From an optimization exercise on the open Yosys and OpenROAD flow, aimed at small area and a short achievable clock period; shortcuts taken in it are not production practice.
For this run, only the layout was checked, not whether the RTL still works.

**flow/config.mk**
```make
export PLATFORM = sky130hd
export DESIGN_NAME = pbit_lattice
export DESIGN_NICKNAME = pbit_lattice
export VERILOG_FILES = /design/flow/design.v
export SDC_FILE = /design/flow/constraint.sdc
export NUM_CORES = 4
export LEC_CHECK = 0
export CAP_MARGIN = 20
export CORE_MARGIN = 2
export CORE_UTILIZATION = 40
export SLEW_MARGIN = 20
```
**flow/constraint.sdc**
```tcl
create_clock -name core_clock -period 10.0 [get_ports {clk}]
set_input_delay 2.0000 -clock core_clock [delete_from_list [all_inputs] [get_ports {clk}]]
set_output_delay 2.0000 -clock core_clock [all_outputs]
set_load 0.01 [all_outputs]
```
**flow/design.v**
```verilog
package PSL_pkg;
    localparam j_bit_width = 6;  
    localparam h_bit_width = 6;  
    localparam i_bit_width = 6;  
    localparam j_bram_addr_bit_width = 17;  
    localparam h_bram_addr_bit_width = 15;  
    localparam s_bram_addr_bit_width = 20;  
    localparam RNG_bit_width = 32;  
    localparam num_pbits = 50653;  
    localparam length_J_array = 26734;
    localparam length_h_array = 8442;
    localparam available_clocks = 3;
    localparam W_R_clk_ratio = 3;  
    localparam DATA_WIDTH_FMC = 30;  
    localparam DATA_WIDTH_FMCPLUS = 54;  
    localparam actual_num_pbits_sending_2_3 = 1369;  
    localparam TOTAL_NUM_PBITS_SENDING_2_3 = ((actual_num_pbits_sending_2_3 + DATA_WIDTH_FMC - 1) / DATA_WIDTH_FMC) * DATA_WIDTH_FMC;  
    localparam actual_num_pbits_receiving_3_2 = 1369;  
    localparam TOTAL_NUM_PBITS_RECEIVING_3_2 = ((actual_num_pbits_receiving_3_2 + DATA_WIDTH_FMC - 1) / DATA_WIDTH_FMC) * DATA_WIDTH_FMC;  
    localparam actual_num_pbits_sending_3_2 = 1369;  
    localparam TOTAL_NUM_PBITS_SENDING_3_2 = ((actual_num_pbits_sending_3_2 + DATA_WIDTH_FMC - 1) / DATA_WIDTH_FMC) * DATA_WIDTH_FMC;  
    localparam actual_num_pbits_receiving_2_3 = 1369;  
    localparam TOTAL_NUM_PBITS_RECEIVING_2_3 = ((actual_num_pbits_receiving_2_3 + DATA_WIDTH_FMC - 1) / DATA_WIDTH_FMC) * DATA_WIDTH_FMC;  
    localparam actual_num_pbits_sending_3_4 = 1369;  
    localparam TOTAL_NUM_PBITS_SENDING_3_4 = ((actual_num_pbits_sending_3_4 + DATA_WIDTH_FMCPLUS - 1) / DATA_WIDTH_FMCPLUS) * DATA_WIDTH_FMCPLUS;  
    localparam actual_num_pbits_receiving_4_3 = 1369;  
    localparam TOTAL_NUM_PBITS_RECEIVING_4_3 = ((actual_num_pbits_receiving_4_3 + DATA_WIDTH_FMCPLUS - 1) / DATA_WIDTH_FMCPLUS) * DATA_WIDTH_FMCPLUS;  
    localparam actual_num_pbits_sending_4_3 = 1369;  
    localparam TOTAL_NUM_PBITS_SENDING_4_3 = ((actual_num_pbits_sending_4_3 + DATA_WIDTH_FMCPLUS - 1) / DATA_WIDTH_FMCPLUS) * DATA_WIDTH_FMCPLUS;  
    localparam actual_num_pbits_receiving_3_4 = 1369;  
    localparam TOTAL_NUM_PBITS_RECEIVING_3_4 = ((actual_num_pbits_receiving_3_4 + DATA_WIDTH_FMCPLUS - 1) / DATA_WIDTH_FMCPLUS) * DATA_WIDTH_FMCPLUS;  
endpackage : PSL_pkg
`timescale 1ns / 1ps
module LFSR_n (clk, rst, en, seed_mix, LFSR_out);
  parameter RNG_bit_width=2; 
  parameter [RNG_bit_width-1:0] seed = 32'b00100001101100001100011110000001;
  input clk;
  input rst;  
  input en;   
  input [RNG_bit_width-1:0] seed_mix;  
  output [RNG_bit_width-1:0] LFSR_out;
  reg [RNG_bit_width:1] r_LFSR;
  reg  feedback;
 always @(*)
    begin
      case (RNG_bit_width)
        3: begin
          feedback = r_LFSR[3] ^~ r_LFSR[2];
        end
        4: begin
          feedback = r_LFSR[4] ^~ r_LFSR[3];
        end
        5: begin
          feedback = r_LFSR[5] ^~ r_LFSR[3];
        end
        6: begin
          feedback = r_LFSR[6] ^~ r_LFSR[5];
        end
        7: begin
          feedback = r_LFSR[7] ^~ r_LFSR[6];
        end
        8: begin
          feedback = r_LFSR[8] ^~ r_LFSR[6] ^~ r_LFSR[5] ^~ r_LFSR[4];
        end
        9: begin
          feedback = r_LFSR[9] ^~ r_LFSR[5];
        end
        10: begin
          feedback = r_LFSR[10] ^~ r_LFSR[7];
        end
        11: begin
          feedback = r_LFSR[11] ^~ r_LFSR[9];
        end
        12: begin
          feedback = r_LFSR[12] ^~ r_LFSR[6] ^~ r_LFSR[4] ^~ r_LFSR[1];
        end
        13: begin
          feedback = r_LFSR[13] ^~ r_LFSR[4] ^~ r_LFSR[3] ^~ r_LFSR[1];
        end
        14: begin
          feedback = r_LFSR[14] ^~ r_LFSR[5] ^~ r_LFSR[3] ^~ r_LFSR[1];
        end
        15: begin
          feedback = r_LFSR[15] ^~ r_LFSR[14];
        end
        16: begin
          feedback = r_LFSR[16] ^~ r_LFSR[15] ^~ r_LFSR[13] ^~ r_LFSR[4];
          end
        17: begin
          feedback = r_LFSR[17] ^~ r_LFSR[14];
        end
        18: begin
          feedback = r_LFSR[18] ^~ r_LFSR[11];
        end
        19: begin
          feedback = r_LFSR[19] ^~ r_LFSR[6] ^~ r_LFSR[2] ^~ r_LFSR[1];
        end
        20: begin
          feedback = r_LFSR[20] ^~ r_LFSR[17];
        end
        21: begin
          feedback = r_LFSR[21] ^~ r_LFSR[19];
        end
        22: begin
          feedback = r_LFSR[22] ^~ r_LFSR[21];
        end
        23: begin
          feedback = r_LFSR[23] ^~ r_LFSR[18];
        end
        24: begin
          feedback = r_LFSR[24] ^~ r_LFSR[23] ^~ r_LFSR[22] ^~ r_LFSR[17];
        end
        25: begin
          feedback = r_LFSR[25] ^~ r_LFSR[22];
        end
        26: begin
          feedback = r_LFSR[26] ^~ r_LFSR[6] ^~ r_LFSR[2] ^~ r_LFSR[1];
        end
        27: begin
          feedback = r_LFSR[27] ^~ r_LFSR[5] ^~ r_LFSR[2] ^~ r_LFSR[1];
        end
        28: begin
          feedback = r_LFSR[28] ^~ r_LFSR[25];
        end
        29: begin
          feedback = r_LFSR[29] ^~ r_LFSR[27];
        end
        30: begin
          feedback = r_LFSR[30] ^~ r_LFSR[6] ^~ r_LFSR[4] ^~ r_LFSR[1];
        end
        31: begin
          feedback = r_LFSR[31] ^~ r_LFSR[28];
        end
        32: begin
          feedback = r_LFSR[32] ^~ r_LFSR[22] ^~ r_LFSR[2] ^~ r_LFSR[1];
        end
      endcase  
    end  
    always @(posedge clk)
    begin
      if (rst) r_LFSR <= seed ^ seed_mix;
      else if (en) r_LFSR <= {r_LFSR[RNG_bit_width-1:1], feedback};
    end
  assign LFSR_out = r_LFSR[RNG_bit_width:1];
endmodule  
`timescale 1ns / 1ps
import PSL_pkg :: *;
module LUT_bias ( Iin, Out);
input  [i_bit_width-2:0] Iin;
output reg [RNG_bit_width-1:0] Out;
always @ * 
begin 
case (Iin)
5'b00000 : Out =32'b10000000000000000000000000000000;
5'b00001 : Out =32'b10111011001001101010011110101111;
5'b00010 : Out =32'b11100001011110111110101011010100;
5'b00011 : Out =32'b11110011110110111110010111100010;
5'b00100 : Out =32'b11111011011001010100000101111000;
5'b00101 : Out =32'b11111110010010010110000010011000;
5'b00110 : Out =32'b11111111010111011111010001000100;
5'b00111 : Out =32'b11111111110001000100101100011001;
5'b01000 : Out =32'b11111111111010100000010111000010;
5'b01001 : Out =32'b11111111111101111110100111001000;
5'b01010 : Out =32'b11111111111111010000011001011010;
5'b01011 : Out =32'b11111111111111101110011111001100;
5'b01100 : Out =32'b11111111111111111001100011101011;
5'b01101 : Out =32'b11111111111111111101101000010100;
5'b01110 : Out =32'b11111111111111111111001000001101;
5'b01111 : Out =32'b11111111111111111111101011011110;
5'b10000 : Out =32'b11111111111111111111111000011101;
5'b10001 : Out =32'b11111111111111111111111101001110;
5'b10010 : Out =32'b11111111111111111111111110111111;
5'b10011 : Out =32'b11111111111111111111111111101000;
5'b10100 : Out =32'b11111111111111111111111111110111;
5'b10101 : Out =32'b11111111111111111111111111111101;
5'b10110 : Out =32'b11111111111111111111111111111111;
5'b10111 : Out =32'b11111111111111111111111111111111;
5'b11000 : Out =32'b11111111111111111111111111111111;
5'b11001 : Out =32'b11111111111111111111111111111111;
5'b11010 : Out =32'b11111111111111111111111111111111;
5'b11011 : Out =32'b11111111111111111111111111111111;
5'b11100 : Out =32'b11111111111111111111111111111111;
5'b11101 : Out =32'b11111111111111111111111111111111;
5'b11110 : Out =32'b11111111111111111111111111111111;
5'b11111 : Out =32'b11111111111111111111111111111111;
endcase
end
endmodule
`timescale 1ns / 1ps
import PSL_pkg :: *;
(* use_dsp = "yes" *) module weight (s_in0, s_in1, s_in2, s_in3, s_in4, s_in5, h_n, J_n0, J_n1, J_n2, J_n3, J_n4, J_n5, Iin);
output reg[i_bit_width-1:0] Iin;
input [j_bit_width-1:0] J_n0, J_n1, J_n2, J_n3, J_n4, J_n5;
input [h_bit_width-1:0] h_n;
input s_in0, s_in1, s_in2, s_in3, s_in4, s_in5;
wire [j_bit_width-1+3:0] J_n0_temp, J_n1_temp, J_n2_temp, J_n3_temp, J_n4_temp, J_n5_temp;
wire [h_bit_width-1+3:0] h_temp;
assign J_n0_temp = {{3{J_n0[j_bit_width-1]}},J_n0};
assign J_n1_temp = {{3{J_n1[j_bit_width-1]}},J_n1};
assign J_n2_temp = {{3{J_n2[j_bit_width-1]}},J_n2};
assign J_n3_temp = {{3{J_n3[j_bit_width-1]}},J_n3};
assign J_n4_temp = {{3{J_n4[j_bit_width-1]}},J_n4};
assign J_n5_temp = {{3{J_n5[j_bit_width-1]}},J_n5};
assign h_temp =    {{3{h_n[h_bit_width-1]}},h_n};
reg  [h_bit_width-1+3:0] Iin_temp;
reg  [h_bit_width-1+3:0] nmin = 9'b111100001;  
reg  [h_bit_width-1+3:0] pmax = 9'b000011111;  
always @*  begin
Iin_temp = (s_in0 ? J_n0_temp : -J_n0_temp) + (s_in1 ? J_n1_temp : -J_n1_temp) + (s_in2 ? J_n2_temp : -J_n2_temp) + (s_in3 ? J_n3_temp : -J_n3_temp) + (s_in4 ? J_n4_temp : -J_n4_temp) + (s_in5 ? J_n5_temp : -J_n5_temp) + h_temp;
    if ($signed(Iin_temp) > $signed(pmax))
        Iin <= 6'b011111;  
    else if ($signed(Iin_temp) < $signed(nmin))
        Iin <= 6'b100001;  
    else
        Iin <= Iin_temp[i_bit_width-1:0];
end
endmodule
`timescale 1ns / 1ps
import PSL_pkg :: *;
module pbit (GE, rst, seed_mix, phase_en, clk, h_n, J_n0, J_n1, J_n2, J_n3, J_n4, J_n5, s_in0, s_in1, s_in2, s_in3, s_in4, s_in5, s_out);
parameter [RNG_bit_width-1:0] seed = 32'b00100001101100001100011110000011;
input GE;
input rst;
input [RNG_bit_width-1:0] seed_mix;  
input phase_en;  
input clk;
input [j_bit_width-1:0] J_n0, J_n1, J_n2, J_n3, J_n4, J_n5;
input [h_bit_width-1:0] h_n;
input s_in0, s_in1, s_in2, s_in3, s_in4, s_in5;
output reg s_out; 
logic [i_bit_width-1:0] Iin;
logic [i_bit_width-1:0] Iin_LUT;
logic [RNG_bit_width-1:0] LUT_out;
logic [RNG_bit_width-1:0] LFSR_out;
weight weight_i (.s_in0(s_in0), .s_in1(s_in1), .s_in2(s_in2), .s_in3(s_in3), .s_in4(s_in4), .s_in5(s_in5), .h_n(h_n), .J_n0(J_n0), .J_n1(J_n1), .J_n2(J_n2), .J_n3(J_n3), .J_n4(J_n4), .J_n5(J_n5), .Iin(Iin));
LFSR_n  #(.seed(seed), .RNG_bit_width(RNG_bit_width)) LFSR_i(.clk(clk), .rst(rst), .en(phase_en), .seed_mix(seed_mix), .LFSR_out(LFSR_out));
LUT_bias Lut_i (.Iin(Iin_LUT[i_bit_width-2:0]), .Out(LUT_out));
always @ (posedge clk) begin
    if (rst) s_out = 1'b0;
    else if (phase_en == 1'b1 && GE == 1'b1) begin
         if (Iin[i_bit_width-1]==0) begin  
               if (LUT_out == LFSR_out) s_out = 1'b0;  
               else s_out = (LUT_out > LFSR_out) ? 1'b1 : 1'b0 ;
         end
         else if (Iin[i_bit_width-1]==1) begin  
               if (LUT_out == LFSR_out) s_out = 1'b0;  
               else s_out = (LUT_out > LFSR_out) ? 1'b0 : 1'b1 ;
         end
    end
end
always@* begin
    if(Iin[i_bit_width-1]==1) Iin_LUT = -Iin;  
    else Iin_LUT = Iin;
end
endmodule
`timescale 1ns / 1ps
import PSL_pkg :: *;
module pbit_lattice (
    input  wire        clk,
    input  wire        rst,         
    input  wire        run,         
    input  wire [31:0] seed_mix,    
    input  wire        cfg_we,      
    input  wire [6:0]  cfg_addr,    
    input  wire [5:0]  cfg_wdata,   
    output wire [26:0] s            
);
localparam L = 3;
localparam N = L*L*L;
localparam [N*RNG_bit_width-1:0] SEEDS = {
        32'h55724a8a,
        32'hafa2d07c,
        32'h1121a14d,
        32'h8fde5639,
        32'h132a29cf,
        32'h27cd95a0,
        32'h26af91d1,
        32'ha71dba49,
        32'h5552da89,
        32'hdab4fcb8,
        32'h093f36eb,
        32'h8eca7365,
        32'h7965c0fe,
        32'h4d317c68,
        32'h022dd18d,
        32'h3c7ba9e3,
        32'h8be9794d,
        32'h3c95ad20,
        32'h819ed6b6,
        32'he7158a80,
        32'h21f64544,
        32'he06c85af,
        32'hbaec4ef7,
        32'h02ff349d,
        32'h4f876aa3,
        32'h9c2b9d9f,
        32'h2ae75e2e
};
reg [j_bit_width-1:0] J [0:3*N-1];
reg [h_bit_width-1:0] h [0:N-1];
reg [1:0] phase;
integer k;
always @(posedge clk) begin
    if (rst) begin
        for (k = 0; k < 3*N; k = k + 1) J[k] <= {j_bit_width{1'b0}};
        for (k = 0; k < N; k = k + 1) h[k] <= {h_bit_width{1'b0}};
    end else if (cfg_we) begin
        if (cfg_addr < 3*N) J[cfg_addr] <= cfg_wdata;
        else if (cfg_addr < 4*N) h[cfg_addr - 3*N] <= cfg_wdata;
    end
end
always @(posedge clk) begin
    if (rst) phase <= 2'd0;
    else phase <= (phase == 2'd2) ? 2'd0 : phase + 2'd1;
end
genvar x, y, z;
generate
for (z = 0; z < L; z = z + 1) begin : gz
  for (y = 0; y < L; y = y + 1) begin : gy
    for (x = 0; x < L; x = x + 1) begin : gx
      localparam integer I  = x + L*y + L*L*z;
      localparam integer XP = (x+1)%L + L*y + L*L*z;
      localparam integer XM = (x+L-1)%L + L*y + L*L*z;
      localparam integer YP = x + L*((y+1)%L) + L*L*z;
      localparam integer YM = x + L*((y+L-1)%L) + L*L*z;
      localparam integer ZP = x + L*y + L*L*((z+1)%L);
      localparam integer ZM = x + L*y + L*L*((z+L-1)%L);
      localparam integer C  = (x+y+z)%3;
      pbit #(.seed(SEEDS[I*RNG_bit_width +: RNG_bit_width])) bit_i (
          .GE(run), .rst(rst), .seed_mix(seed_mix), .phase_en(phase == C), .clk(clk), .h_n(h[I]),
          .J_n0(J[3*I+0]),  .J_n1(J[3*XM+0]),
          .J_n2(J[3*I+1]),  .J_n3(J[3*YM+1]),
          .J_n4(J[3*I+2]),  .J_n5(J[3*ZM+2]),
          .s_in0(s[XP]), .s_in1(s[XM]), .s_in2(s[YP]), .s_in3(s[YM]), .s_in4(s[ZP]), .s_in5(s[ZM]),
          .s_out(s[I]));
    end
  end
end
endgenerate
endmodule
```
**flow/run.sh**
```bash
#!/bin/bash
# synth_recipe.tcl (not shown) runs the flow's synth.tcl, then flattens the netlist and writes it again
# the make line also repeats each setting of config.mk as NAME=value (left out here)
make -C /OpenROAD-flow-scripts/flow DESIGN_CONFIG=/design/flow/config.mk WORK_HOME=/design/flow/orfs CLKGATE_MAP_FILE= SYNTH_SCRIPT=/design/flow/synth_recipe.tcl finish
```
==> flow_summary.ini <==
[global_route]
antenna_found_initial = 88
grt_pass1_vias = 124100
grt_max_degree = 136
overflow = 0
grt_pass1_wl_mm = 869.6
grt_use_total = 0.2980

[final_layout]
final_cell_mix = inv_1 (2077), o21ai_0 (1640), edfxtp_1 (1512)
final_cells = 23290
fin_area_um2 = 179500
drive_gt1_frac = 0.1212
area_growth_syn_to_layout_pct = 13.43
final_common_cell = inv_1
fin_nets = 20250

[clocking]
cts_made_buffers = 194
insertion_delay_ps = 930
clock_sinks = 1541
clockBufferDepth = 4
root_buffer = clkbuf_16
h-tree-depth = 4
cts_tree = built
clkTransAtPathRegs_ps = 70

[logic_synthesis]
synth_xor_area_frac = 0.06070
synth_adder_area_share = 0.2376
ys_warn_count = 57
synth_compound_area_frac = 0.1618
syn_inst = 17310
syn_area_um2 = 158300
ys_types = 111
synthMuxAreaShare = 0.02247
async_reset_ff_frac = 0
synth_edf_count = 1512
synth_fp_nets = 19770
synth_top_family_by_area = adder cells
synth_seq_cells = 1541
yosysSeqAreaShare = 0.2906
synth_simple_gate_area_frac = 0.1551
avgSynthCellArea_um2 = 9.142
synthFlopType = edfxtp_1

[floorplanning]
io_pins = 76
rows = 230
core_um2 = 393100
die_h_um = 633.0
die_area_um2 = 400700
start_util = 0.4026
die_x_um = 633.0

[critical_path]
cp_data_required_time_ps = 10790
start_kind = flop
reg2reg_to = gz[2].gy[0].gx[1].bit_i.s_out$_SDFFE_PP0P_
arrival_ps = 10500
reg2regPathDepth = 40
cp_max_fo = 24
crit_top_cell = a21o_1
rrSetupSlack_ps = 290
startpoint = gz[2].gy[0].gx[0].bit_i.s_out$_SDFFE_PP0P_
cp_slowest_cell = or4b_2
r2r-start = gz[2].gy[0].gx[0].bit_i.s_out$_SDFFE_PP0P_
worst_setup_path_end_kind = flop
crit_type = reg2reg
slowest_delay_ps = 690

[run]
max-cap-violations = 0

[detailed_routing]
wl_mm = 612.1
antenna_left = 0
via_count = 133800
via_per_inst = 5.747
drt-pass1-iter-count = 6
wire_per_inst_um = 26.28
drt-initial-drc-count = 17560
drcViolationCount = 0

[sta]
slew_violations = 0
fin_ws_ps = 285.1
fmax_mhz = 102.9
fin_crit_sh = 0.9715
fin_skew_ps = 69.86
setup_viol = 0
period_needed_ps = 9715
tns_ps = 0
hold_violations = 0
tightest_slew_ps = 1245
slew_headroom = 0.1699

[place]
hpwlAfterDp_mm = 474.0
dp_cells = 22750
finalWeightedCongestion = 1.047
pre_cts_ws_ps = -270.7
placed_area_um2 = 170700
io_buffers = 75

[min_path]
holdCritStartpoint = phase[0]$_SDFF_PP0_
hold_path_end = phase[0]$_SDFF_PP0_
hold_class = reg2reg
holdPathStages = 1

[outcome]
status = no timing/DRC/antenna violations
-- cells in the mapped netlist, types with 29 or more instances --
master	number	area share
a211oi_1	102	0.0048
a21boi_0	34	0.0016
a21o_1	366	0.017
a21oi_1	918	0.029
a22o_1	50	0.0028
a22oi_1	51	0.0024
a31oi_1	63	0.0025
and2_1	719	0.028
and3_1	83	0.0033
buf_1	91	0.0022
buf_2	70	0.0022
clkbuf_1	689	0.016
dfxtp_1	29	0.0037
edfxtp_1	1512	0.29
fa_1	999	0.13
ha_1	1407	0.11
inv_1	2078	0.049
mux2_2	204	0.015
mux2i_1	123	0.0078
nand2_1	982	0.023
nand2b_1	299	0.012
nand3_1	161	0.0051
nand3b_1	37	0.0018
nand4_1	200	0.0079
nor2_1	1258	0.030
nor2b_1	178	0.0070
nor3_1	500	0.016
nor3b_1	64	0.0030
nor4_1	30	0.0012
nor4b_1	56	0.0031
o211ai_1	162	0.0077
o21a_1	244	0.012
o21ai_0	1656	0.052
o21bai_1	30	0.0014
o221ai_1	43	0.0024
o22ai_1	80	0.0032
o311ai_0	37	0.0020
or2_2	155	0.0061
or3_1	78	0.0031
xnor2_1	386	0.021
xnor3_1	57	0.0081
xor2_1	526	0.029
-- worst max path at each step --
| stage | slack [ps] | to | cells after the start |
|---|---|---|---|
| 6_report | 290 | gz[2].gy[0].gx[1].bit_i.s_out$_SDFFE_PP0P_ | 40 |
| 3_3_place_gp | -250 | gz[1].gy[0].gx[2].bit_i.s_out$_SDFFE_PP0P_ | 39 |
| 2_1_floorplan | 130 | gz[2].gy[0].gx[0].bit_i.s_out$_SDFFE_PP0P_ | 40 |
| 4_1_cts | 0.4 | gz[0].gy[2].gx[2].bit_i.s_out$_SDFFE_PP0P_ | 39 |
| 3_5_place_dp | -270 | gz[1].gy[0].gx[2].bit_i.s_out$_SDFFE_PP0P_ | 39 |
| 5_1_grt | -160 | gz[0].gy[0].gx[2].bit_i.s_out$_SDFFE_PP0P_ | 42 |
-- layout make-up --
| cell class | count | area [µm²] |
|---|---|---|
| Fill cell | 38030 | 213600 |
| Multi-Input combinational cell | 12800 | 102800 |
| Sequential cell | 1541 | 46070 |
| Timing Repair Buffer | 1174 | 9632 |
| Inverter | 2083 | 7819 |
| Tap cell | 5220 | 6531 |
| Clock buffer | 228 | 5034 |
| Clock inverter | 127 | 1359 |
| Antenna cell | 111 | 277.8 |
-- registers in the layout, summed over array words and instances, names as in the netlist --
| register | flops |
|---|---|
| gz.gy.gx.bit_i.LFSR_i.r_LFSR | 864 |
| J | 486 |
| h | 162 |
| gz.gy.gx.bit_i.s_out | 27 |
| phase | 2 |
-- routing by layer --
layer	vias to the layer above	wire, µm	track usage
met5	-	40	0
met4	6	33370	0.1445
met3	1029	69070	0.05759
met2	6617	259500	0.4406
met1	65220	250200	0.4165
li1	60960	-	-
-- stage by stage --
step | util | hold WS, ps
2_1_floorplan | - | 417.3
3_3_place_gp | 0.4343 | 431.5
3_5_place_dp | 0.4343 | 441.7
4_1_cts | 0.4507 | 453.4
5_1_grt | 0.4560 | 510.2
6_report | 0.4567 | 455.4
-- logic make-up after synthesis --
| group | after synthesis |
|---|---|
| DFF | 1541 |
| buffers and inverters | 2966 |
| xor gates and xnor gates | 984 |
| adders and majority gates | 2406 |
| AOI/OAI and AO/OA | 4204 |
| and+or+nand+nor | 4881 |
| muxes | 329 |
-- timing repair --
| item | 4_1_cts | 5_1_grt |
|---|---|---|
| pin swaps | 0 | 33 |
| setup buffers | 0 | 76 |
| hold buffers | 0 | 0 |
| cloned | 0 | 1 |
| endpoints found under the setup margin | 5 | 27 |
| gates resized for setup | 7 | 326 |
-- critical path: cells and delay by family (launching register included) --
family                     cells  cell delay, ps
and+or+nand+nor                4            1000
AOI/OAI and AO/OA             18            2950
DFF                            1             560
buffers and inverters          8            1210
xor gates and xnor gates       3             800
adders and majority gates      7            3010

## port drivers added, routing unchanged
Ports are ideal in the flow. The routed layout listed here was re-timed in OpenROAD.
Step 1 assumes that a clkbuf_16 drives the clock port and a buf_2 every other input.
Step 2, shift: input delay + t, output delay - t, t = (earliest + latest rising clock arrival at the registers) / 2. This alone moves slack from input paths to output paths.
Slacks: ideal / step 1 / step 2; pairs: ideal / step 1.
t, ns: 1.014
setup WS [ns]: 0.285 / 0.285 / 0.285
latest minus earliest clock arrival (ns): 0.080 / 0.081
After both steps setup and hold are still met in this run. For this run, drivers alone change the setup slack by 0.000 ns; drivers and shift together by 0.000 ns.
